From an optimization exercise on the open Yosys and OpenROAD flow, aimed at small area; shortcuts taken in it are not production practice.
Only simulation tests tie the RTL to the original design; equivalence was not proved.
Power figures rest on the tool's default switching activity, not on a simulated workload.

## before
==> flow/design.v (excerpt) <==
module tank_game(
    input        clk,
    input        rst_n,
    input        press_up_1,
    input        press_down_1,
    input        press_left_1,
    input        press_right_1,
    input        press_fire_1,
    input        press_up_2,
    input        press_down_2,
    input        press_left_2,
    input        press_right_2,
    input        press_fire_2,
    input        vga_busy,
    input  [5:0] vga_x,
    input  [5:0] vga_y,
    output       is_map,
    output [1:0] game_state,
    output [1:0] who_wins,
    output [5:0] tank_1_x,
    output [5:0] tank_1_y,
    output [1:0] tank_1_dir,
    output [2:0] tank_1_life,
    output [5:0] tank_2_x,
    output [5:0] tank_2_y,
    output [1:0] tank_2_dir,
    output [2:0] tank_2_life,
    output [4:0] valid_1_shell,
    output [4:0] valid_2_shell,
    output [5:0] shell_1_0_x, output [5:0] shell_1_0_y,
    output [5:0] shell_1_1_x, output [5:0] shell_1_1_y,
    output [5:0] shell_1_2_x, output [5:0] shell_1_2_y,
    output [5:0] shell_1_3_x, output [5:0] shell_1_3_y,
    output [5:0] shell_1_4_x, output [5:0] shell_1_4_y,
    output [5:0] shell_2_0_x, output [5:0] shell_2_0_y,
    output [5:0] shell_2_1_x, output [5:0] shell_2_1_y,
    output [5:0] shell_2_2_x, output [5:0] shell_2_2_y,
    output [5:0] shell_2_3_x, output [5:0] shell_2_3_y,
    output [5:0] shell_2_4_x, output [5:0] shell_2_4_y
);
clock: 40.0 ns
lec_check: 0
cap_margin: 0
core_margin: 2
core_utilization: 35
gpl_timing_driven: 0
place_density: 0.5
slew_margin: 0
standard.sh (not shown) runs the stock make flow with config.mk's settings and CLKGATE_MAP_FILE= SYNTH_SCRIPT=/design/flow/synth_recipe.tcl, a recipe that flattens the netlist after the stock synthesis.
==> flow/flow/run.sh <==
#!/bin/bash
# Layout: the standard ORFS flow, except that
#  - the standard synthesis's logic between the registers is re-mapped by ABC
#    for area (registers untouched: same cells, same names);
#  - the ports get the smallest buffer;
#  - the clock tree uses clkbuf_4 in clusters of at most 8 sinks, no dummy loads.
set -euo pipefail
W=$PWD
R=$W/orfs/results/$FLOW_PLATFORM/tank_game/base
LIB=$FLOW_HOME/platforms/$FLOW_PLATFORM/lib/sky130_fd_sc_hd__tt_025C_1v80.lib
export BUFFER_PORTS_ARGS="-buffer_cell sky130_fd_sc_hd__buf_1"
export CTS_ARGS="-sink_clustering_enable -repair_clock_nets -dont_use_dummy_load -buf_list sky130_fd_sc_hd__clkbuf_4 -sink_clustering_size 8 -sink_clustering_max_diameter 50"

bash standard.sh $R/1_2_yosys.v > $W/synth.log 2>&1
cp $R/1_2_yosys.v $W/standard_synth.v
sed -e "s#{LIB}#$LIB#g" -e "s#{IN}#$W/standard_synth.v#" -e "s#{OUT}#$W/remapped.v#" \
    -e "s#{TOP}#$FLOW_TOP#" -e "s#{ABC}#$W/flow/area.abc#" $W/flow/remap.ys > $W/remap.ys
yosys -q -l $W/remap.log -s $W/remap.ys > /dev/null
cp $W/remapped.v $R/1_2_yosys.v
touch $R/1_2_yosys.v $R/1_2_yosys.sdc
bash standard.sh > $W/layout.log 2>&1
==> flow/flow/area.abc <==
&get -n
&st
&b
&dc2
&dch -f
&nf -R 1000
&st
&b
&dc2
&dch -f
&nf -R 1000
&st
&b
&dc2
&dch -f
&nf -R 1000
&st
&b
&dc2
&dch -f
&nf -R 1000
&put
topo
==> flow/flow/remap.ys <==
# Re-map the standard synthesis's logic for area. The registers are kept as
# they are (same cells, same names): only the cells between them are re-mapped.
read_liberty -ignore_miss_func -ignore_miss_dir {LIB}
blackbox sky130_fd_sc_hd__df* sky130_fd_sc_hd__edf* sky130_fd_sc_hd__sdf* sky130_fd_sc_hd__sedf* sky130_fd_sc_hd__dl* sky130_fd_sc_hd__lpflow_inputisolatch_1
read_verilog {IN}
hierarchy -top {TOP}
flatten
opt_clean
techmap
opt -fast
abc -liberty {LIB} -script {ABC} -dont_use sky130_fd_sc_hd__probe_p_8 -dont_use sky130_fd_sc_hd__probec_p_8 -dont_use sky130_fd_sc_hd__lpflow_*
read_liberty -lib -ignore_redef {LIB}
opt_clean -purge
setundef -zero
hilomap -singleton -hicell sky130_fd_sc_hd__conb_1 HI -locell sky130_fd_sc_hd__conb_1 LO
stat -liberty {LIB}
check -assert
write_verilog -noattr -nohex -nodec {OUT}
--- input diff before..after ---
Settings: GPL_TIMING_DRIVEN removed (was 0).
Results
Per the comparison of after with before, utilization saw an increase, power attributed to the clock group saw little to no change.
Compared with before, routed wire length per instance in after increased by a few percent.
Comparing before and after, clock period minus worst slack is higher on before.
Of before and after, the higher detailed-route vias per instance belongs to after.
The lower fraction of layout instances using a drive strength above 1 came out of before.
Going from before to after, the met3 usage in global routing was found to have gone up by 1.2 points.
Delta(number of clock-tree buffers in the layout, after - before) < 0

re-timing with driven ports:
In the flow no input, the clock included, has a driving cell. The finished layouts below were timed again as built, in two steps.
Step 1: set_driving_cell puts a clkbuf_16 on clk and a buf_2 on each other input, an assumption about the parent block.
Step 2 also shifts input and output timing later by t, the mid clock arrival at the registers, as if the neighbouring blocks saw the same clock.
Slacks: no drivers / after step 1 / after step 2; pairs: no drivers / after step 1.
run	t (ns)	setup slack, ns	slew at the worst register clock pin (ns)	worst slew at a driven data input, ns	pins driven straight from the clock port
before	0.800	29.704 / 29.652 / 29.517	0.10 / 0.10	0.03	1
after	0.815	29.781 / 29.728 / 30.001	0.11 / 0.11	0.03	1
After both steps setup and hold are still met in every run listed. The setup slack of before, which loses most, moves by -0.052 ns with the drivers and by -0.187 ns with both steps.
